From an optimization exercise on the open Yosys and OpenROAD flow, aimed at small area and a short achievable clock period; shortcuts taken in it are not production practice. Only the layout flow was run in this run; the RTL was not checked for function there.

==> flow/design.v <==
module a_s(s_in, c_in, y, s_out, c_out, qp2, qp1, qn1, qn2);
   input  [24:0] s_in;
   input  [24:0] c_in;
   input  [22:0] y;
   output [24:0] s_out;
   output [24:0] c_out;
   output        qp2, qp1, qn1, qn2;
   wire [26:0] a = {s_in, 2'b00};
   wire [26:0] b = {c_in, 2'b00};
   a_s_sel sel(.a(a), .b(b), .y(y), .q({qp2, qp1, qn1, qn2}));
   a_s_csa csa(.a(a), .b(b), .y(y), .q({qp2, qp1, qn1, qn2}),
               .s_out(s_out), .c_out(c_out));
endmodule
module a_s_sel(a, b, y, q);
   input  [26:0] a;
   input  [26:0] b;
   input  [22:0] y;
   output [3:0]  q;
   wire [6:0] est = a[26:20] + b[26:20];
   div_nr_wsticky qds(.yt(y[22:20]), .est(est), .q(q));
endmodule
module a_s_csa(a, b, y, q, s_out, c_out);
   input  [26:0] a;
   input  [26:0] b;
   input  [22:0] y;
   input  [3:0]  q;
   output [24:0] s_out;
   output [24:0] c_out;
   wire qp2 = q[3], qp1 = q[2], qn1 = q[1], qn2 = q[0];
   wire [26:0] d1 = {3'b000, 1'b1, y};
   wire [26:0] d2 = {2'b00, 1'b1, y, 1'b0};
   wire [26:0] m = ({27{qp1}} & ~d1) | ({27{qp2}} & ~d2) | ({27{qn1}} & d1) | ({27{qn2}} & d2);
   wire [26:0] bb = {b[26:1], qp1 | qp2};
   wire [26:0] sum = a ^ bb ^ m;
   wire [26:0] cy  = (a & bb) | (a & m) | (bb & m);
   assign s_out = sum[24:0];
   assign c_out = {cy[23:0], 1'b0};
endmodule
module div_nr_wsticky(yt, est, q);
   input  [2:0] yt;
   input  [6:0] est;
   output reg [3:0] q;
   always @(*) begin
      case ({yt, est})
         10'd0: q = 4'b0000;
         10'd1: q = 4'b0000;
         10'd2: q = 4'b0000;
         10'd3: q = 4'b0000;
         10'd4: q = 4'b0100;
         10'd5: q = 4'b0100;
         10'd6: q = 4'b0100;
         10'd7: q = 4'b0100;
         10'd8: q = 4'b0100;
         10'd9: q = 4'b0100;
         10'd10: q = 4'b0100;
         10'd11: q = 4'b0100;
         10'd12: q = 4'b1000;
         10'd13: q = 4'b1000;
         10'd14: q = 4'b1000;
         10'd15: q = 4'b1000;
         10'd16: q = 4'b1000;
         10'd17: q = 4'b1000;
         10'd18: q = 4'b1000;
         10'd19: q = 4'b1000;
         10'd20: q = 4'b1000;
         10'd21: q = 4'b1000;
         10'd22: q = 4'b1000;
         10'd23: q = 4'b1000;
         10'd24: q = 4'b1000;
         10'd25: q = 4'b1000;
         10'd26: q = 4'b1000;
         10'd27: q = 4'b1000;
         10'd28: q = 4'b1000;
         10'd29: q = 4'b1000;
         10'd30: q = 4'b1000;
         10'd31: q = 4'b1000;
         10'd32: q = 4'b1000;
         10'd33: q = 4'b1000;
         10'd34: q = 4'b1000;
         10'd35: q = 4'b1000;
         10'd36: q = 4'b1000;
         10'd37: q = 4'b1000;
         10'd38: q = 4'b1000;
         10'd39: q = 4'b1000;
         10'd40: q = 4'b1000;
         10'd41: q = 4'b1000;
         10'd42: q = 4'b1000;
         10'd43: q = 4'b1000;
         10'd44: q = 4'b1000;
         10'd45: q = 4'b1000;
         10'd46: q = 4'b1000;
         10'd47: q = 4'b1000;
         10'd48: q = 4'b1000;
         10'd49: q = 4'b1000;
         10'd50: q = 4'b1000;
         10'd51: q = 4'b1000;
         10'd52: q = 4'b1000;
         10'd53: q = 4'b1000;
         10'd54: q = 4'b1000;
         10'd55: q = 4'b1000;
         10'd56: q = 4'b1000;
         10'd57: q = 4'b1000;
         10'd58: q = 4'b1000;
         10'd59: q = 4'b1000;
         10'd60: q = 4'b1000;
         10'd61: q = 4'b1000;
         10'd62: q = 4'b1000;
         10'd63: q = 4'b1000;
         10'd64: q = 4'b0001;
         10'd65: q = 4'b0001;
         10'd66: q = 4'b0001;
         10'd67: q = 4'b0001;
         10'd68: q = 4'b0001;
         10'd69: q = 4'b0001;
         10'd70: q = 4'b0001;
         10'd71: q = 4'b0001;
         10'd72: q = 4'b0001;
         10'd73: q = 4'b0001;
         10'd74: q = 4'b0001;
         10'd75: q = 4'b0001;
         10'd76: q = 4'b0001;
         10'd77: q = 4'b0001;
         10'd78: q = 4'b0001;
         10'd79: q = 4'b0001;
         10'd80: q = 4'b0001;
         10'd81: q = 4'b0001;
         10'd82: q = 4'b0001;
         10'd83: q = 4'b0001;
         10'd84: q = 4'b0001;
         10'd85: q = 4'b0001;
         10'd86: q = 4'b0001;
         10'd87: q = 4'b0001;
         10'd88: q = 4'b0001;
         10'd89: q = 4'b0001;
         10'd90: q = 4'b0001;
         10'd91: q = 4'b0001;
         10'd92: q = 4'b0001;
         10'd93: q = 4'b0001;
         10'd94: q = 4'b0001;
         10'd95: q = 4'b0001;
         10'd96: q = 4'b0001;
         10'd97: q = 4'b0001;
         10'd98: q = 4'b0001;
         10'd99: q = 4'b0001;
         10'd100: q = 4'b0001;
         10'd101: q = 4'b0001;
         10'd102: q = 4'b0001;
         10'd103: q = 4'b0001;
         10'd104: q = 4'b0001;
         10'd105: q = 4'b0001;
         10'd106: q = 4'b0001;
         10'd107: q = 4'b0001;
         10'd108: q = 4'b0001;
         10'd109: q = 4'b0001;
         10'd110: q = 4'b0001;
         10'd111: q = 4'b0001;
         10'd112: q = 4'b0001;
         10'd113: q = 4'b0001;
         10'd114: q = 4'b0001;
         10'd115: q = 4'b0010;
         10'd116: q = 4'b0010;
         10'd117: q = 4'b0010;
         10'd118: q = 4'b0010;
         10'd119: q = 4'b0010;
         10'd120: q = 4'b0010;
         10'd121: q = 4'b0010;
         10'd122: q = 4'b0010;
         10'd123: q = 4'b0010;
         10'd124: q = 4'b0000;
         10'd125: q = 4'b0000;
         10'd126: q = 4'b0000;
         10'd127: q = 4'b0000;
         10'd128: q = 4'b0000;
         10'd129: q = 4'b0000;
         10'd130: q = 4'b0000;
         10'd131: q = 4'b0000;
         10'd132: q = 4'b0100;
         10'd133: q = 4'b0100;
         10'd134: q = 4'b0100;
         10'd135: q = 4'b0100;
         10'd136: q = 4'b0100;
         10'd137: q = 4'b0100;
         10'd138: q = 4'b0100;
         10'd139: q = 4'b0100;
         10'd140: q = 4'b0100;
         10'd141: q = 4'b0100;
         10'd142: q = 4'b1000;
         10'd143: q = 4'b1000;
         10'd144: q = 4'b1000;
         10'd145: q = 4'b1000;
         10'd146: q = 4'b1000;
         10'd147: q = 4'b1000;
         10'd148: q = 4'b1000;
         10'd149: q = 4'b1000;
         10'd150: q = 4'b1000;
         10'd151: q = 4'b1000;
         10'd152: q = 4'b1000;
         10'd153: q = 4'b1000;
         10'd154: q = 4'b1000;
         10'd155: q = 4'b1000;
         10'd156: q = 4'b1000;
         10'd157: q = 4'b1000;
         10'd158: q = 4'b1000;
         10'd159: q = 4'b1000;
         10'd160: q = 4'b1000;
         10'd161: q = 4'b1000;
         10'd162: q = 4'b1000;
         10'd163: q = 4'b1000;
         10'd164: q = 4'b1000;
         10'd165: q = 4'b1000;
         10'd166: q = 4'b1000;
         10'd167: q = 4'b1000;
         10'd168: q = 4'b1000;
         10'd169: q = 4'b1000;
         10'd170: q = 4'b1000;
         10'd171: q = 4'b1000;
         10'd172: q = 4'b1000;
         10'd173: q = 4'b1000;
         10'd174: q = 4'b1000;
         10'd175: q = 4'b1000;
         10'd176: q = 4'b1000;
         10'd177: q = 4'b1000;
         10'd178: q = 4'b1000;
         10'd179: q = 4'b1000;
         10'd180: q = 4'b1000;
         10'd181: q = 4'b1000;
         10'd182: q = 4'b1000;
         10'd183: q = 4'b1000;
         10'd184: q = 4'b1000;
         10'd185: q = 4'b1000;
         10'd186: q = 4'b1000;
         10'd187: q = 4'b1000;
         10'd188: q = 4'b1000;
         10'd189: q = 4'b1000;
         10'd190: q = 4'b1000;
         10'd191: q = 4'b1000;
         10'd192: q = 4'b0001;
         10'd193: q = 4'b0001;
         10'd194: q = 4'b0001;
         10'd195: q = 4'b0001;
         10'd196: q = 4'b0001;
         10'd197: q = 4'b0001;
         10'd198: q = 4'b0001;
         10'd199: q = 4'b0001;
         10'd200: q = 4'b0001;
         10'd201: q = 4'b0001;
         10'd202: q = 4'b0001;
         10'd203: q = 4'b0001;
         10'd204: q = 4'b0001;
         10'd205: q = 4'b0001;
         10'd206: q = 4'b0001;
         10'd207: q = 4'b0001;
         10'd208: q = 4'b0001;
         10'd209: q = 4'b0001;
         10'd210: q = 4'b0001;
         10'd211: q = 4'b0001;
         10'd212: q = 4'b0001;
         10'd213: q = 4'b0001;
         10'd214: q = 4'b0001;
         10'd215: q = 4'b0001;
         10'd216: q = 4'b0001;
         10'd217: q = 4'b0001;
         10'd218: q = 4'b0001;
         10'd219: q = 4'b0001;
         10'd220: q = 4'b0001;
         10'd221: q = 4'b0001;
         10'd222: q = 4'b0001;
         10'd223: q = 4'b0001;
         10'd224: q = 4'b0001;
         10'd225: q = 4'b0001;
         10'd226: q = 4'b0001;
         10'd227: q = 4'b0001;
         10'd228: q = 4'b0001;
         10'd229: q = 4'b0001;
         10'd230: q = 4'b0001;
         10'd231: q = 4'b0001;
         10'd232: q = 4'b0001;
         10'd233: q = 4'b0001;
         10'd234: q = 4'b0001;
         10'd235: q = 4'b0001;
         10'd236: q = 4'b0001;
         10'd237: q = 4'b0001;
         10'd238: q = 4'b0001;
         10'd239: q = 4'b0001;
         10'd240: q = 4'b0001;
         10'd241: q = 4'b0010;
         10'd242: q = 4'b0010;
         10'd243: q = 4'b0010;
         10'd244: q = 4'b0010;
         10'd245: q = 4'b0010;
         10'd246: q = 4'b0010;
         10'd247: q = 4'b0010;
         10'd248: q = 4'b0010;
         10'd249: q = 4'b0010;
         10'd250: q = 4'b0000;
         10'd251: q = 4'b0000;
         10'd252: q = 4'b0000;
         10'd253: q = 4'b0000;
         10'd254: q = 4'b0000;
         10'd255: q = 4'b0000;
         10'd256: q = 4'b0000;
         10'd257: q = 4'b0000;
         10'd258: q = 4'b0000;
         10'd259: q = 4'b0000;
         10'd260: q = 4'b0100;
         10'd261: q = 4'b0100;
         10'd262: q = 4'b0100;
         10'd263: q = 4'b0100;
         10'd264: q = 4'b0100;
         10'd265: q = 4'b0100;
         10'd266: q = 4'b0100;
         10'd267: q = 4'b0100;
         10'd268: q = 4'b0100;
         10'd269: q = 4'b0100;
         10'd270: q = 4'b0100;
         10'd271: q = 4'b1000;
         10'd272: q = 4'b1000;
         10'd273: q = 4'b1000;
         10'd274: q = 4'b1000;
         10'd275: q = 4'b1000;
         10'd276: q = 4'b1000;
         10'd277: q = 4'b1000;
         10'd278: q = 4'b1000;
         10'd279: q = 4'b1000;
         10'd280: q = 4'b1000;
         10'd281: q = 4'b1000;
         10'd282: q = 4'b1000;
         10'd283: q = 4'b1000;
         10'd284: q = 4'b1000;
         10'd285: q = 4'b1000;
         10'd286: q = 4'b1000;
         10'd287: q = 4'b1000;
         10'd288: q = 4'b1000;
         10'd289: q = 4'b1000;
         10'd290: q = 4'b1000;
         10'd291: q = 4'b1000;
         10'd292: q = 4'b1000;
         10'd293: q = 4'b1000;
         10'd294: q = 4'b1000;
         10'd295: q = 4'b1000;
         10'd296: q = 4'b1000;
         10'd297: q = 4'b1000;
         10'd298: q = 4'b1000;
         10'd299: q = 4'b1000;
         10'd300: q = 4'b1000;
         10'd301: q = 4'b1000;
         10'd302: q = 4'b1000;
         10'd303: q = 4'b1000;
         10'd304: q = 4'b1000;
         10'd305: q = 4'b1000;
         10'd306: q = 4'b1000;
         10'd307: q = 4'b1000;
         10'd308: q = 4'b1000;
         10'd309: q = 4'b1000;
         10'd310: q = 4'b1000;
         10'd311: q = 4'b1000;
         10'd312: q = 4'b1000;
         10'd313: q = 4'b1000;
         10'd314: q = 4'b1000;
         10'd315: q = 4'b1000;
         10'd316: q = 4'b1000;
         10'd317: q = 4'b1000;
         10'd318: q = 4'b1000;
         10'd319: q = 4'b1000;
         10'd320: q = 4'b0001;
         10'd321: q = 4'b0001;
         10'd322: q = 4'b0001;
         10'd323: q = 4'b0001;
         10'd324: q = 4'b0001;
         10'd325: q = 4'b0001;
         10'd326: q = 4'b0001;
         10'd327: q = 4'b0001;
         10'd328: q = 4'b0001;
         10'd329: q = 4'b0001;
         10'd330: q = 4'b0001;
         10'd331: q = 4'b0001;
         10'd332: q = 4'b0001;
         10'd333: q = 4'b0001;
         10'd334: q = 4'b0001;
         10'd335: q = 4'b0001;
         10'd336: q = 4'b0001;
         10'd337: q = 4'b0001;
         10'd338: q = 4'b0001;
         10'd339: q = 4'b0001;
         10'd340: q = 4'b0001;
         10'd341: q = 4'b0001;
         10'd342: q = 4'b0001;
         10'd343: q = 4'b0001;
         10'd344: q = 4'b0001;
         10'd345: q = 4'b0001;
         10'd346: q = 4'b0001;
         10'd347: q = 4'b0001;
         10'd348: q = 4'b0001;
         10'd349: q = 4'b0001;
         10'd350: q = 4'b0001;
         10'd351: q = 4'b0001;
         10'd352: q = 4'b0001;
         10'd353: q = 4'b0001;
         10'd354: q = 4'b0001;
         10'd355: q = 4'b0001;
         10'd356: q = 4'b0001;
         10'd357: q = 4'b0001;
         10'd358: q = 4'b0001;
         10'd359: q = 4'b0001;
         10'd360: q = 4'b0001;
         10'd361: q = 4'b0001;
         10'd362: q = 4'b0001;
         10'd363: q = 4'b0001;
         10'd364: q = 4'b0001;
         10'd365: q = 4'b0001;
         10'd366: q = 4'b0001;
         10'd367: q = 4'b0001;
         10'd368: q = 4'b0010;
         10'd369: q = 4'b0010;
         10'd370: q = 4'b0010;
         10'd371: q = 4'b0010;
         10'd372: q = 4'b0010;
         10'd373: q = 4'b0010;
         10'd374: q = 4'b0010;
         10'd375: q = 4'b0010;
         10'd376: q = 4'b0010;
         10'd377: q = 4'b0010;
         10'd378: q = 4'b0000;
         10'd379: q = 4'b0000;
         10'd380: q = 4'b0000;
         10'd381: q = 4'b0000;
         10'd382: q = 4'b0000;
         10'd383: q = 4'b0000;
         10'd384: q = 4'b0000;
         10'd385: q = 4'b0000;
         10'd386: q = 4'b0000;
         10'd387: q = 4'b0000;
         10'd388: q = 4'b0100;
         10'd389: q = 4'b0100;
         10'd390: q = 4'b0100;
         10'd391: q = 4'b0100;
         10'd392: q = 4'b0100;
         10'd393: q = 4'b0100;
         10'd394: q = 4'b0100;
         10'd395: q = 4'b0100;
         10'd396: q = 4'b0100;
         10'd397: q = 4'b0100;
         10'd398: q = 4'b0100;
         10'd399: q = 4'b0100;
         10'd400: q = 4'b1000;
         10'd401: q = 4'b1000;
         10'd402: q = 4'b1000;
         10'd403: q = 4'b1000;
         10'd404: q = 4'b1000;
         10'd405: q = 4'b1000;
         10'd406: q = 4'b1000;
         10'd407: q = 4'b1000;
         10'd408: q = 4'b1000;
         10'd409: q = 4'b1000;
         10'd410: q = 4'b1000;
         10'd411: q = 4'b1000;
         10'd412: q = 4'b1000;
         10'd413: q = 4'b1000;
         10'd414: q = 4'b1000;
         10'd415: q = 4'b1000;
         10'd416: q = 4'b1000;
         10'd417: q = 4'b1000;
         10'd418: q = 4'b1000;
         10'd419: q = 4'b1000;
         10'd420: q = 4'b1000;
         10'd421: q = 4'b1000;
         10'd422: q = 4'b1000;
         10'd423: q = 4'b1000;
         10'd424: q = 4'b1000;
         10'd425: q = 4'b1000;
         10'd426: q = 4'b1000;
         10'd427: q = 4'b1000;
         10'd428: q = 4'b1000;
         10'd429: q = 4'b1000;
         10'd430: q = 4'b1000;
         10'd431: q = 4'b1000;
         10'd432: q = 4'b1000;
         10'd433: q = 4'b1000;
         10'd434: q = 4'b1000;
         10'd435: q = 4'b1000;
         10'd436: q = 4'b1000;
         10'd437: q = 4'b1000;
         10'd438: q = 4'b1000;
         10'd439: q = 4'b1000;
         10'd440: q = 4'b1000;
         10'd441: q = 4'b1000;
         10'd442: q = 4'b1000;
         10'd443: q = 4'b1000;
         10'd444: q = 4'b1000;
         10'd445: q = 4'b1000;
         10'd446: q = 4'b1000;
         10'd447: q = 4'b1000;
         10'd448: q = 4'b0001;
         10'd449: q = 4'b0001;
         10'd450: q = 4'b0001;
         10'd451: q = 4'b0001;
         10'd452: q = 4'b0001;
         10'd453: q = 4'b0001;
         10'd454: q = 4'b0001;
         10'd455: q = 4'b0001;
         10'd456: q = 4'b0001;
         10'd457: q = 4'b0001;
         10'd458: q = 4'b0001;
         10'd459: q = 4'b0001;
         10'd460: q = 4'b0001;
         10'd461: q = 4'b0001;
         10'd462: q = 4'b0001;
         10'd463: q = 4'b0001;
         10'd464: q = 4'b0001;
         10'd465: q = 4'b0001;
         10'd466: q = 4'b0001;
         10'd467: q = 4'b0001;
         10'd468: q = 4'b0001;
         10'd469: q = 4'b0001;
         10'd470: q = 4'b0001;
         10'd471: q = 4'b0001;
         10'd472: q = 4'b0001;
         10'd473: q = 4'b0001;
         10'd474: q = 4'b0001;
         10'd475: q = 4'b0001;
         10'd476: q = 4'b0001;
         10'd477: q = 4'b0001;
         10'd478: q = 4'b0001;
         10'd479: q = 4'b0001;
         10'd480: q = 4'b0001;
         10'd481: q = 4'b0001;
         10'd482: q = 4'b0001;
         10'd483: q = 4'b0001;
         10'd484: q = 4'b0001;
         10'd485: q = 4'b0001;
         10'd486: q = 4'b0001;
         10'd487: q = 4'b0001;
         10'd488: q = 4'b0001;
         10'd489: q = 4'b0001;
         10'd490: q = 4'b0001;
         10'd491: q = 4'b0001;
         10'd492: q = 4'b0001;
         10'd493: q = 4'b0001;
         10'd494: q = 4'b0010;
         10'd495: q = 4'b0010;
         10'd496: q = 4'b0010;
         10'd497: q = 4'b0010;
         10'd498: q = 4'b0010;
         10'd499: q = 4'b0010;
         10'd500: q = 4'b0010;
         10'd501: q = 4'b0010;
         10'd502: q = 4'b0010;
         10'd503: q = 4'b0010;
         10'd504: q = 4'b0010;
         10'd505: q = 4'b0010;
         10'd506: q = 4'b0000;
         10'd507: q = 4'b0000;
         10'd508: q = 4'b0000;
         10'd509: q = 4'b0000;
         10'd510: q = 4'b0000;
         10'd511: q = 4'b0000;
         10'd512: q = 4'b0000;
         10'd513: q = 4'b0000;
         10'd514: q = 4'b0000;
         10'd515: q = 4'b0000;
         10'd516: q = 4'b0000;
         10'd517: q = 4'b0000;
         10'd518: q = 4'b0100;
         10'd519: q = 4'b0100;
         10'd520: q = 4'b0100;
         10'd521: q = 4'b0100;
         10'd522: q = 4'b0100;
         10'd523: q = 4'b0100;
         10'd524: q = 4'b0100;
         10'd525: q = 4'b0100;
         10'd526: q = 4'b0100;
         10'd527: q = 4'b0100;
         10'd528: q = 4'b0100;
         10'd529: q = 4'b0100;
         10'd530: q = 4'b1000;
         10'd531: q = 4'b1000;
         10'd532: q = 4'b1000;
         10'd533: q = 4'b1000;
         10'd534: q = 4'b1000;
         10'd535: q = 4'b1000;
         10'd536: q = 4'b1000;
         10'd537: q = 4'b1000;
         10'd538: q = 4'b1000;
         10'd539: q = 4'b1000;
         10'd540: q = 4'b1000;
         10'd541: q = 4'b1000;
         10'd542: q = 4'b1000;
         10'd543: q = 4'b1000;
         10'd544: q = 4'b1000;
         10'd545: q = 4'b1000;
         10'd546: q = 4'b1000;
         10'd547: q = 4'b1000;
         10'd548: q = 4'b1000;
         10'd549: q = 4'b1000;
         10'd550: q = 4'b1000;
         10'd551: q = 4'b1000;
         10'd552: q = 4'b1000;
         10'd553: q = 4'b1000;
         10'd554: q = 4'b1000;
         10'd555: q = 4'b1000;
         10'd556: q = 4'b1000;
         10'd557: q = 4'b1000;
         10'd558: q = 4'b1000;
         10'd559: q = 4'b1000;
         10'd560: q = 4'b1000;
         10'd561: q = 4'b1000;
         10'd562: q = 4'b1000;
         10'd563: q = 4'b1000;
         10'd564: q = 4'b1000;
         10'd565: q = 4'b1000;
         10'd566: q = 4'b1000;
         10'd567: q = 4'b1000;
         10'd568: q = 4'b1000;
         10'd569: q = 4'b1000;
         10'd570: q = 4'b1000;
         10'd571: q = 4'b1000;
         10'd572: q = 4'b1000;
         10'd573: q = 4'b1000;
         10'd574: q = 4'b1000;
         10'd575: q = 4'b1000;
         10'd576: q = 4'b0001;
         10'd577: q = 4'b0001;
         10'd578: q = 4'b0001;
         10'd579: q = 4'b0001;
         10'd580: q = 4'b0001;
         10'd581: q = 4'b0001;
         10'd582: q = 4'b0001;
         10'd583: q = 4'b0001;
         10'd584: q = 4'b0001;
         10'd585: q = 4'b0001;
         10'd586: q = 4'b0001;
         10'd587: q = 4'b0001;
         10'd588: q = 4'b0001;
         10'd589: q = 4'b0001;
         10'd590: q = 4'b0001;
         10'd591: q = 4'b0001;
         10'd592: q = 4'b0001;
         10'd593: q = 4'b0001;
         10'd594: q = 4'b0001;
         10'd595: q = 4'b0001;
         10'd596: q = 4'b0001;
         10'd597: q = 4'b0001;
         10'd598: q = 4'b0001;
         10'd599: q = 4'b0001;
         10'd600: q = 4'b0001;
         10'd601: q = 4'b0001;
         10'd602: q = 4'b0001;
         10'd603: q = 4'b0001;
         10'd604: q = 4'b0001;
         10'd605: q = 4'b0001;
         10'd606: q = 4'b0001;
         10'd607: q = 4'b0001;
         10'd608: q = 4'b0001;
         10'd609: q = 4'b0001;
         10'd610: q = 4'b0001;
         10'd611: q = 4'b0001;
         10'd612: q = 4'b0001;
         10'd613: q = 4'b0001;
         10'd614: q = 4'b0001;
         10'd615: q = 4'b0001;
         10'd616: q = 4'b0001;
         10'd617: q = 4'b0001;
         10'd618: q = 4'b0001;
         10'd619: q = 4'b0001;
         10'd620: q = 4'b0010;
         10'd621: q = 4'b0010;
         10'd622: q = 4'b0010;
         10'd623: q = 4'b0010;
         10'd624: q = 4'b0010;
         10'd625: q = 4'b0010;
         10'd626: q = 4'b0010;
         10'd627: q = 4'b0010;
         10'd628: q = 4'b0010;
         10'd629: q = 4'b0010;
         10'd630: q = 4'b0010;
         10'd631: q = 4'b0010;
         10'd632: q = 4'b0000;
         10'd633: q = 4'b0000;
         10'd634: q = 4'b0000;
         10'd635: q = 4'b0000;
         10'd636: q = 4'b0000;
         10'd637: q = 4'b0000;
         10'd638: q = 4'b0000;
         10'd639: q = 4'b0000;
         10'd640: q = 4'b0000;
         10'd641: q = 4'b0000;
         10'd642: q = 4'b0000;
         10'd643: q = 4'b0000;
         10'd644: q = 4'b0000;
         10'd645: q = 4'b0000;
         10'd646: q = 4'b0100;
         10'd647: q = 4'b0100;
         10'd648: q = 4'b0100;
         10'd649: q = 4'b0100;
         10'd650: q = 4'b0100;
         10'd651: q = 4'b0100;
         10'd652: q = 4'b0100;
         10'd653: q = 4'b0100;
         10'd654: q = 4'b0100;
         10'd655: q = 4'b0100;
         10'd656: q = 4'b0100;
         10'd657: q = 4'b0100;
         10'd658: q = 4'b0100;
         10'd659: q = 4'b0100;
         10'd660: q = 4'b1000;
         10'd661: q = 4'b1000;
         10'd662: q = 4'b1000;
         10'd663: q = 4'b1000;
         10'd664: q = 4'b1000;
         10'd665: q = 4'b1000;
         10'd666: q = 4'b1000;
         10'd667: q = 4'b1000;
         10'd668: q = 4'b1000;
         10'd669: q = 4'b1000;
         10'd670: q = 4'b1000;
         10'd671: q = 4'b1000;
         10'd672: q = 4'b1000;
         10'd673: q = 4'b1000;
         10'd674: q = 4'b1000;
         10'd675: q = 4'b1000;
         10'd676: q = 4'b1000;
         10'd677: q = 4'b1000;
         10'd678: q = 4'b1000;
         10'd679: q = 4'b1000;
         10'd680: q = 4'b1000;
         10'd681: q = 4'b1000;
         10'd682: q = 4'b1000;
         10'd683: q = 4'b1000;
         10'd684: q = 4'b1000;
         10'd685: q = 4'b1000;
         10'd686: q = 4'b1000;
         10'd687: q = 4'b1000;
         10'd688: q = 4'b1000;
         10'd689: q = 4'b1000;
         10'd690: q = 4'b1000;
         10'd691: q = 4'b1000;
         10'd692: q = 4'b1000;
         10'd693: q = 4'b1000;
         10'd694: q = 4'b1000;
         10'd695: q = 4'b1000;
         10'd696: q = 4'b1000;
         10'd697: q = 4'b1000;
         10'd698: q = 4'b1000;
         10'd699: q = 4'b1000;
         10'd700: q = 4'b1000;
         10'd701: q = 4'b1000;
         10'd702: q = 4'b1000;
         10'd703: q = 4'b1000;
         10'd704: q = 4'b0001;
         10'd705: q = 4'b0001;
         10'd706: q = 4'b0001;
         10'd707: q = 4'b0001;
         10'd708: q = 4'b0001;
         10'd709: q = 4'b0001;
         10'd710: q = 4'b0001;
         10'd711: q = 4'b0001;
         10'd712: q = 4'b0001;
         10'd713: q = 4'b0001;
         10'd714: q = 4'b0001;
         10'd715: q = 4'b0001;
         10'd716: q = 4'b0001;
         10'd717: q = 4'b0001;
         10'd718: q = 4'b0001;
         10'd719: q = 4'b0001;
         10'd720: q = 4'b0001;
         10'd721: q = 4'b0001;
         10'd722: q = 4'b0001;
         10'd723: q = 4'b0001;
         10'd724: q = 4'b0001;
         10'd725: q = 4'b0001;
         10'd726: q = 4'b0001;
         10'd727: q = 4'b0001;
         10'd728: q = 4'b0001;
         10'd729: q = 4'b0001;
         10'd730: q = 4'b0001;
         10'd731: q = 4'b0001;
         10'd732: q = 4'b0001;
         10'd733: q = 4'b0001;
         10'd734: q = 4'b0001;
         10'd735: q = 4'b0001;
         10'd736: q = 4'b0001;
         10'd737: q = 4'b0001;
         10'd738: q = 4'b0001;
         10'd739: q = 4'b0001;
         10'd740: q = 4'b0001;
         10'd741: q = 4'b0001;
         10'd742: q = 4'b0001;
         10'd743: q = 4'b0001;
         10'd744: q = 4'b0001;
         10'd745: q = 4'b0001;
         10'd746: q = 4'b0001;
         10'd747: q = 4'b0001;
         10'd748: q = 4'b0010;
         10'd749: q = 4'b0010;
         10'd750: q = 4'b0010;
         10'd751: q = 4'b0010;
         10'd752: q = 4'b0010;
         10'd753: q = 4'b0010;
         10'd754: q = 4'b0010;
         10'd755: q = 4'b0010;
         10'd756: q = 4'b0010;
         10'd757: q = 4'b0010;
         10'd758: q = 4'b0010;
         10'd759: q = 4'b0010;
         10'd760: q = 4'b0000;
         10'd761: q = 4'b0000;
         10'd762: q = 4'b0000;
         10'd763: q = 4'b0000;
         10'd764: q = 4'b0000;
         10'd765: q = 4'b0000;
         10'd766: q = 4'b0000;
         10'd767: q = 4'b0000;
         10'd768: q = 4'b0000;
         10'd769: q = 4'b0000;
         10'd770: q = 4'b0000;
         10'd771: q = 4'b0000;
         10'd772: q = 4'b0000;
         10'd773: q = 4'b0000;
         10'd774: q = 4'b0000;
         10'd775: q = 4'b0000;
         10'd776: q = 4'b0100;
         10'd777: q = 4'b0100;
         10'd778: q = 4'b0100;
         10'd779: q = 4'b0100;
         10'd780: q = 4'b0100;
         10'd781: q = 4'b0100;
         10'd782: q = 4'b0100;
         10'd783: q = 4'b0100;
         10'd784: q = 4'b0100;
         10'd785: q = 4'b0100;
         10'd786: q = 4'b0100;
         10'd787: q = 4'b0100;
         10'd788: q = 4'b1000;
         10'd789: q = 4'b1000;
         10'd790: q = 4'b1000;
         10'd791: q = 4'b1000;
         10'd792: q = 4'b1000;
         10'd793: q = 4'b1000;
         10'd794: q = 4'b1000;
         10'd795: q = 4'b1000;
         10'd796: q = 4'b1000;
         10'd797: q = 4'b1000;
         10'd798: q = 4'b1000;
         10'd799: q = 4'b1000;
         10'd800: q = 4'b1000;
         10'd801: q = 4'b1000;
         10'd802: q = 4'b1000;
         10'd803: q = 4'b1000;
         10'd804: q = 4'b1000;
         10'd805: q = 4'b1000;
         10'd806: q = 4'b1000;
         10'd807: q = 4'b1000;
         10'd808: q = 4'b1000;
         10'd809: q = 4'b1000;
         10'd810: q = 4'b1000;
         10'd811: q = 4'b1000;
         10'd812: q = 4'b1000;
         10'd813: q = 4'b1000;
         10'd814: q = 4'b1000;
         10'd815: q = 4'b1000;
         10'd816: q = 4'b1000;
         10'd817: q = 4'b1000;
         10'd818: q = 4'b1000;
         10'd819: q = 4'b1000;
         10'd820: q = 4'b1000;
         10'd821: q = 4'b1000;
         10'd822: q = 4'b1000;
         10'd823: q = 4'b1000;
         10'd824: q = 4'b1000;
         10'd825: q = 4'b1000;
         10'd826: q = 4'b1000;
         10'd827: q = 4'b1000;
         10'd828: q = 4'b1000;
         10'd829: q = 4'b1000;
         10'd830: q = 4'b1000;
         10'd831: q = 4'b1000;
         10'd832: q = 4'b0001;
         10'd833: q = 4'b0001;
         10'd834: q = 4'b0001;
         10'd835: q = 4'b0001;
         10'd836: q = 4'b0001;
         10'd837: q = 4'b0001;
         10'd838: q = 4'b0001;
         10'd839: q = 4'b0001;
         10'd840: q = 4'b0001;
         10'd841: q = 4'b0001;
         10'd842: q = 4'b0001;
         10'd843: q = 4'b0001;
         10'd844: q = 4'b0001;
         10'd845: q = 4'b0001;
         10'd846: q = 4'b0001;
         10'd847: q = 4'b0001;
         10'd848: q = 4'b0001;
         10'd849: q = 4'b0001;
         10'd850: q = 4'b0001;
         10'd851: q = 4'b0001;
         10'd852: q = 4'b0001;
         10'd853: q = 4'b0001;
         10'd854: q = 4'b0001;
         10'd855: q = 4'b0001;
         10'd856: q = 4'b0001;
         10'd857: q = 4'b0001;
         10'd858: q = 4'b0001;
         10'd859: q = 4'b0001;
         10'd860: q = 4'b0001;
         10'd861: q = 4'b0001;
         10'd862: q = 4'b0001;
         10'd863: q = 4'b0001;
         10'd864: q = 4'b0001;
         10'd865: q = 4'b0001;
         10'd866: q = 4'b0001;
         10'd867: q = 4'b0001;
         10'd868: q = 4'b0001;
         10'd869: q = 4'b0001;
         10'd870: q = 4'b0001;
         10'd871: q = 4'b0001;
         10'd872: q = 4'b0001;
         10'd873: q = 4'b0001;
         10'd874: q = 4'b0010;
         10'd875: q = 4'b0010;
         10'd876: q = 4'b0010;
         10'd877: q = 4'b0010;
         10'd878: q = 4'b0010;
         10'd879: q = 4'b0010;
         10'd880: q = 4'b0010;
         10'd881: q = 4'b0010;
         10'd882: q = 4'b0010;
         10'd883: q = 4'b0010;
         10'd884: q = 4'b0010;
         10'd885: q = 4'b0010;
         10'd886: q = 4'b0010;
         10'd887: q = 4'b0010;
         10'd888: q = 4'b0000;
         10'd889: q = 4'b0000;
         10'd890: q = 4'b0000;
         10'd891: q = 4'b0000;
         10'd892: q = 4'b0000;
         10'd893: q = 4'b0000;
         10'd894: q = 4'b0000;
         10'd895: q = 4'b0000;
         10'd896: q = 4'b0000;
         10'd897: q = 4'b0000;
         10'd898: q = 4'b0000;
         10'd899: q = 4'b0000;
         10'd900: q = 4'b0000;
         10'd901: q = 4'b0000;
         10'd902: q = 4'b0000;
         10'd903: q = 4'b0000;
         10'd904: q = 4'b0100;
         10'd905: q = 4'b0100;
         10'd906: q = 4'b0100;
         10'd907: q = 4'b0100;
         10'd908: q = 4'b0100;
         10'd909: q = 4'b0100;
         10'd910: q = 4'b0100;
         10'd911: q = 4'b0100;
         10'd912: q = 4'b0100;
         10'd913: q = 4'b0100;
         10'd914: q = 4'b0100;
         10'd915: q = 4'b0100;
         10'd916: q = 4'b0100;
         10'd917: q = 4'b0100;
         10'd918: q = 4'b0100;
         10'd919: q = 4'b0100;
         10'd920: q = 4'b1000;
         10'd921: q = 4'b1000;
         10'd922: q = 4'b1000;
         10'd923: q = 4'b1000;
         10'd924: q = 4'b1000;
         10'd925: q = 4'b1000;
         10'd926: q = 4'b1000;
         10'd927: q = 4'b1000;
         10'd928: q = 4'b1000;
         10'd929: q = 4'b1000;
         10'd930: q = 4'b1000;
         10'd931: q = 4'b1000;
         10'd932: q = 4'b1000;
         10'd933: q = 4'b1000;
         10'd934: q = 4'b1000;
         10'd935: q = 4'b1000;
         10'd936: q = 4'b1000;
         10'd937: q = 4'b1000;
         10'd938: q = 4'b1000;
         10'd939: q = 4'b1000;
         10'd940: q = 4'b1000;
         10'd941: q = 4'b1000;
         10'd942: q = 4'b1000;
         10'd943: q = 4'b1000;
         10'd944: q = 4'b1000;
         10'd945: q = 4'b1000;
         10'd946: q = 4'b1000;
         10'd947: q = 4'b1000;
         10'd948: q = 4'b1000;
         10'd949: q = 4'b1000;
         10'd950: q = 4'b1000;
         10'd951: q = 4'b1000;
         10'd952: q = 4'b1000;
         10'd953: q = 4'b1000;
         10'd954: q = 4'b1000;
         10'd955: q = 4'b1000;
         10'd956: q = 4'b1000;
         10'd957: q = 4'b1000;
         10'd958: q = 4'b1000;
         10'd959: q = 4'b1000;
         10'd960: q = 4'b0001;
         10'd961: q = 4'b0001;
         10'd962: q = 4'b0001;
         10'd963: q = 4'b0001;
         10'd964: q = 4'b0001;
         10'd965: q = 4'b0001;
         10'd966: q = 4'b0001;
         10'd967: q = 4'b0001;
         10'd968: q = 4'b0001;
         10'd969: q = 4'b0001;
         10'd970: q = 4'b0001;
         10'd971: q = 4'b0001;
         10'd972: q = 4'b0001;
         10'd973: q = 4'b0001;
         10'd974: q = 4'b0001;
         10'd975: q = 4'b0001;
         10'd976: q = 4'b0001;
         10'd977: q = 4'b0001;
         10'd978: q = 4'b0001;
         10'd979: q = 4'b0001;
         10'd980: q = 4'b0001;
         10'd981: q = 4'b0001;
         10'd982: q = 4'b0001;
         10'd983: q = 4'b0001;
         10'd984: q = 4'b0001;
         10'd985: q = 4'b0001;
         10'd986: q = 4'b0001;
         10'd987: q = 4'b0001;
         10'd988: q = 4'b0001;
         10'd989: q = 4'b0001;
         10'd990: q = 4'b0001;
         10'd991: q = 4'b0001;
         10'd992: q = 4'b0001;
         10'd993: q = 4'b0001;
         10'd994: q = 4'b0001;
         10'd995: q = 4'b0001;
         10'd996: q = 4'b0001;
         10'd997: q = 4'b0001;
         10'd998: q = 4'b0001;
         10'd999: q = 4'b0001;
         10'd1000: q = 4'b0010;
         10'd1001: q = 4'b0010;
         10'd1002: q = 4'b0010;
         10'd1003: q = 4'b0010;
         10'd1004: q = 4'b0010;
         10'd1005: q = 4'b0010;
         10'd1006: q = 4'b0010;
         10'd1007: q = 4'b0010;
         10'd1008: q = 4'b0010;
         10'd1009: q = 4'b0010;
         10'd1010: q = 4'b0010;
         10'd1011: q = 4'b0010;
         10'd1012: q = 4'b0010;
         10'd1013: q = 4'b0010;
         10'd1014: q = 4'b0010;
         10'd1015: q = 4'b0010;
         10'd1016: q = 4'b0000;
         10'd1017: q = 4'b0000;
         10'd1018: q = 4'b0000;
         10'd1019: q = 4'b0000;
         10'd1020: q = 4'b0000;
         10'd1021: q = 4'b0000;
         10'd1022: q = 4'b0000;
         10'd1023: q = 4'b0000;
         default: q = 4'b0000;
      endcase
   end
endmodule
module FP_div(FP_A, FP_B, clk, ce, FP_Z);
   localparam K = 3;
   input  [31:0] FP_A;
   input  [31:0] FP_B;
   input         clk;
   input         ce;
   output [31:0] FP_Z;
   reg    [31:0] FP_Z;
   wire [24:0]  s1, c1;
   wire [K-1:0] p2_1, p1_1, n1_1, n2_1;
   wire [1:0]   cls1;
   wire         sign1;
   wire [7:0]   exp1;
   fp_div_s1 st1(.FP_A(FP_A), .FP_B(FP_B), .s(s1), .c(c1),
                      .p2(p2_1), .p1(p1_1), .n1(n1_1), .n2(n2_1),
                      .cls(cls1), .sign(sign1), .expo(exp1));
   reg [24:0]  s_r, c_r;
   reg [22:0]  y_r;
   reg [K-1:0] p2_r, p1_r, n1_r, n2_r;
   reg [1:0]   cls_r;
   reg         sign_r;
   reg [7:0]   exp_r;
   always @(posedge clk) begin
      if (ce) begin
         s_r <= s1;
         c_r <= c1;
         y_r <= FP_B[22:0];
         p2_r <= p2_1;
         p1_r <= p1_1;
         n1_r <= n1_1;
         n2_r <= n2_1;
         cls_r <= cls1;
         sign_r <= sign1;
         exp_r <= exp1;
      end
   end
   wire [31:0] z;
   fp_div_s2 st2(.s(s_r), .c(c_r), .y(y_r), .p2(p2_r), .p1(p1_r), .n1(n1_r), .n2(n2_r),
                      .cls(cls_r), .sign(sign_r), .expo(exp_r), .z(z));
   always @(posedge clk)
      if (ce)
         FP_Z <= z;
endmodule
module fp_div_s1(FP_A, FP_B, s, c, p2, p1, n1, n2, cls, sign, expo);
   localparam K = 3;
   input  [31:0]  FP_A;
   input  [31:0]  FP_B;
   output [24:0]  s, c;
   output [K-1:0] p2, p1, n1, n2;
   output [1:0]   cls;
   output         sign;
   output [7:0]   expo;
   wire [7:0] ea = FP_A[30:23];
   wire [7:0] eb = FP_B[30:23];
   wire fa_z = (FP_A[22:0] == 23'd0);
   wire fb_z = (FP_B[22:0] == 23'd0);
   wire nan1  = (&ea & ~fa_z) | (&eb & ~fb_z);
   wire inf1  = (&ea) | (&eb) | (eb == 8'd0);
   wire zero1 = (ea == 8'd0) & fa_z;
   wire hi = (FP_A[22:0] >= FP_B[22:0]);
   wire [8:0] en = {1'b0, ea} - {1'b0, eb} + 9'd126 + {8'd0, hi};
   wire ovf = (en[8:7] == 2'b10) | (en == 9'd255);
   wire unf = (en[8:7] == 2'b11) | (en[7:0] == 8'd0);
   assign cls = nan1 ? 2'd3 : (inf1 | ovf) ? 2'd2 : (zero1 | unf) ? 2'd1 : 2'd0;
   assign sign = FP_A[31] ^ FP_B[31];
   assign expo = en[7:0];
   wire [24:0] sr [1:K];
   wire [24:0] cr [1:K];
   wire [26:0] x4 = hi ? {3'b000, 1'b1, FP_A[22:0]} : {2'b00, 1'b1, FP_A[22:0], 1'b0};
   wire [3:0]  q0;
   a_s_sel sel0(.a(x4), .b(27'd0), .y(FP_B[22:0]), .q(q0));
   a_s_csa csa0(.a(x4), .b(27'd0), .y(FP_B[22:0]), .q(q0), .s_out(sr[1]), .c_out(cr[1]));
   assign {p2[K-1], p1[K-1], n1[K-1], n2[K-1]} = q0;
   genvar i;
   generate
      for (i = 1; i < K; i = i + 1) begin : row
         a_s r(.s_in(sr[i]), .c_in(cr[i]), .y(FP_B[22:0]),
               .s_out(sr[i+1]), .c_out(cr[i+1]),
               .qp2(p2[K-1-i]), .qp1(p1[K-1-i]), .qn1(n1[K-1-i]), .qn2(n2[K-1-i]));
      end
   endgenerate
   assign s = sr[K];
   assign c = cr[K];
endmodule
module fp_div_s2(s, c, y, p2, p1, n1, n2, cls, sign, expo, z);
   localparam K = 3;
   input  [24:0]  s, c;
   input  [22:0]  y;
   input  [K-1:0] p2, p1, n1, n2;
   input  [1:0]   cls;
   input          sign;
   input  [7:0]   expo;
   output [31:0]  z;
   wire [24:0] sr [0:13-K];
   wire [24:0] cr [0:13-K];
   wire [12-K:0] p2_2, p1_2, n1_2, n2_2;
   assign sr[0] = s;
   assign cr[0] = c;
   genvar i;
   generate
      for (i = 0; i < 13 - K; i = i + 1) begin : row
         a_s r(.s_in(sr[i]), .c_in(cr[i]), .y(y),
               .s_out(sr[i+1]), .c_out(cr[i+1]),
               .qp2(p2_2[12-K-i]), .qp1(p1_2[12-K-i]), .qn1(n1_2[12-K-i]), .qn2(n2_2[12-K-i]));
      end
   endgenerate
   wire [12:0] a2 = {p2, p2_2}, a1 = {p1, p1_2}, b1 = {n1, n1_2}, b2 = {n2, n2_2};
   wire [25:0] qp, qn;
   generate
      for (i = 0; i < 13; i = i + 1) begin : dig
         assign qp[2*i+1:2*i] = {a2[i], a1[i]};
         assign qn[2*i+1:2*i] = {b2[i], b1[i]};
      end
   endgenerate
   wire [24:0] w = sr[13-K] + cr[13-K];
   wire [25:0] q0 = qp - qn;
   wire [25:0] q1 = qp - qn + 26'd1;
   wire [22:0] man = w[24] ? q0[23:1] : q1[23:1];
   reg [30:0] zz;
   always @(*) begin
      case (cls)
         2'd3: zz = {8'hff, 23'h400000};
         2'd2: zz = {8'hff, 23'd0};
         2'd1: zz = 31'd0;
         default: zz = {expo, man};
      endcase
   end
   assign z = {sign, zz};
endmodule
==> flow/flow/run.sh <==
#!/bin/bash
# The standard layout (standard.sh, with the standard flow's own synthesis script) with
# two synthesis settings changed:
#  - ADDER_MAP_FILE empty: no full and half adders are extracted into the
#    library's adder cells.  Those cells are slow, and they cut the logic into
#    pieces that abc maps one by one without seeing the real critical paths.
#  - SYNTH_KEEP_MODULES=fp_div_s1: the logic in front of the first registers
#    is kept as a module until the end of synthesis (the standard flow's script flattens
#    it then), so abc maps it on its own for its own critical path instead
#    of slowing it down to the longer register-to-register logic; abc does
#    not know that the inputs arrive late.
# make's output goes to standard.log; each ORFS tool keeps its own log under
# orfs/logs.
set -euo pipefail
bash standard.sh ADDER_MAP_FILE= SYNTH_KEEP_MODULES=fp_div_s1 finish > standard.log 2>&1
==> flow/standard.sh <==
#!/bin/bash
# synth_recipe.tcl (not shown) runs the flow's synth.tcl, then flattens the netlist and writes it again
# the make line also repeats each setting of config.mk as NAME=value (left out here)
make -C /OpenROAD-flow-scripts/flow DESIGN_CONFIG=/design/flow/config.mk WORK_HOME=/design/flow/orfs CLKGATE_MAP_FILE= SYNTH_SCRIPT=/design/flow/synth_recipe.tcl "${@:-finish}"
==> flow/config.mk <==
export PLATFORM = sky130hd
export DESIGN_NAME = FP_div
export DESIGN_NICKNAME = FP_div
export VERILOG_FILES = /design/flow/design.v
export SDC_FILE = /design/flow/constraint.sdc
export NUM_CORES = 4
export LEC_CHECK = 0
export ABC_AREA = 1
export CAP_MARGIN = 60
export CORE_MARGIN = 2
export CORE_UTILIZATION = 45
export PLACE_DENSITY = 0.6
export SLEW_MARGIN = 60
==> flow/constraint.sdc <==
create_clock -name core_clock -period 80.0 [get_ports {clk}]
set_input_delay 16.0000 -clock core_clock [delete_from_list [all_inputs] [get_ports {clk}]]
set_output_delay 16.0000 -clock core_clock [all_outputs]
set_load 0.01 [all_outputs]
==> results.txt <==
core area 83600 sq um; Slowest cell on crit path buf_4; GRT overflow 0; crit share post-route 0.307; routed vias approximately 42k; min Tclk post-route 24.55 ns; DR vias/cell around 5.4; worst slack, placed 55.69 ns; yosys warns 4; final cell count without fillers 7667; final-report hold violation count 0; critical path data arrival time 24.82 ns; DRT iter0 DRCs around 3.8k; MaxCap Viol Count 0; fin. max-slew vios 0; share of layout cells above drive strength 1 0.192; initial antenna violation count 0; CTS Hold Bufs 0; post-CTS sizing 0; drt pass-1 iters 6; CP Capture Type register; Skew-Pair Late Insertion Delay 0.44 ns; Worst R2R Setup Slack approximately 55 ns; largest net degree at the start of global routing 69; Die Span Y 294 microns; Tightest Pin Transition 0.597 ns; clk_skew 0.0115 ns; NumNets Final approximately 6.6k; Final setup viols 0; DIE WIDTH approximately 290 microns; Area Growth Syn to Fin 3.60%; Final ANT Viol Nets 0; Initial Util 0.454; CTS Root Cell clkbuf_16; wire per inst 16.4 microns; vias in the first global route about 38k; cell row count roughly 110; crit-path max FO 41; first-pass GRT wire length 201000 microns; setup bufs post-CTS 0; data required time of the worst path 80.27 ns; placed cells between 7k and 8k; crit-path most repeated cell nand2_1; die area between 80000 and 90000 sq um; antenna cells 0; CTS tree done; hpwl dp 99400 microns; Rel. slew slack 0.599; routability congestion estimate from global placement 0.916; Startpoint Class register; synthesized area 37900 sq um; Clock Tree Buf Depth 2; Setup TNS Final 0 ns; residual DRC count 0; total track usage 0.285; unrepaired setup endpoints after global routing no; CP Class reg -> reg; number of top-level pins 98; WHS 0.424 ns; port buffer count 97; H-tree levels 4; CP max stage delay 0.49 ns; Hold WC Path Type reg -> reg; Final WS setup ~55 ns; Worst-path clk slew around 0.070 ns; clock sink count 124; status finished clean; syn_area_per_cell 5.71 sq um; Post-Syn Instances 6640; total CTS buffers 17; Routed WL 125000 microns; max frequency roughly 41 MHz
[cell type report]
| class | instances | area [sq um] |
|---|---|---|
| fill | 8905 | 44200 |
| clock buffer | 17 | 425 |
| timing repair buffer | 147 | 1400 |
| tap | 1080 | 1350 |
| sequential | 124 | 3720 |
| multi-input combinational | 5443 | 29000 |
| inverter | 841 | 3250 |
| clock inverter | 15 | 195 |
[layer usage]
| metal | vias up | track usage | wire (microns) |
|---|---|---|---|
| met3 | 176 | 0.0197 | 7950 |
| met5 | - | 0 | 0 |
| met4 | 0 | 0.0722 | 2900 |
| met1 | 18800 | 0.399 | 58100 |
| met2 | 1439 | 0.471 | 56400 |
| li1 | 21200 | - | - |
[final timing paths]
path | start | endpoint | cells after the start
setup reg to reg | y_r[20]$_DFFE_PP_ | FP_Z[18]$_DFFE_PP_ | 175
setup / recovery | y_r[20]$_DFFE_PP_ | FP_Z[18]$_DFFE_PP_ | 175
hold / removal | sign_r$_DFFE_PP_ | FP_Z[31]$_DFFE_PP_ | 0
hold reg to reg | sign_r$_DFFE_PP_ | FP_Z[31]$_DFFE_PP_ | 0
[state kept, by name (all words and copies together), names as in the netlist]
| signal | count |
|---|---|
| exp_r | 8 |
| c_r | 25 |
| sign_r | 1 |
| n2_r | 2 |
| cls_r | 2 |
| n1_r | 2 |
| FP_Z | 32 |
| y_r | 23 |
| p1_r | 2 |
| s_r | 25 |
| p2_r | 2 |
[worst max-delay path, delay by kind of cell (launching register included)]
kind | cells | cell delay, ns
and+or+nand+nor | 146 | 18.01
buffers and inverters | 17 | 2.84
AOI/OAI and AO/OA | 11 | 2.62
xor gates and xnor gates | 1 | 0.42
DFF | 1 | 0.34
[placed cells by master, fill, tap and decap left out, types with 124 or more instances in the layout]
master and count:
a21oi_1 175, edfxtp_1 124, inv_1 689, nand2_1 2142, nand2_2 444, nand2_4 129
nand3_1 549, nand3_2 135, nand4_1 169, nor2_1 560, o21ai_0 197
[per-stage QoR]
stage | area (sq um) | util
2_1_floorplan | 37900 | -
3_3_place_gp | 38500 | 0.461
3_5_place_dp | 38600 | 0.462
4_1_cts | 39200 | 0.470
5_1_grt | 39300 | 0.470
6_report | 39300 | 0.470

[re-timing with driven ports]
No port has a modelled driver above. Below, the same layout with a new extraction and two added sets of constraints. Step 1 sets driving cells, clkbuf_16 on the clock port and buf_2 on the other inputs (assumed; they add their load-dependent delay and slew). Step 2 also shifts input and output timing later by t, the mid clock arrival at the registers, as if the neighbouring blocks saw the same clock. a / b / c = ideal ports / drivers / drivers and shift; a / b = the first two.
shift t [ns]: 0.492
setup slack, ns: 55.452 / 55.452 / 55.452
hold WS [ns]: 0.424 / 0.424 / 0.424
slew at the worst register clock pin (ns): 0.07 / 0.07
worst data-port slew with drivers (ns): 0.08
After both steps this run still meets setup and hold. For this run, drivers alone change the setup slack by 0.000 ns; drivers and shift together by 0.000 ns.
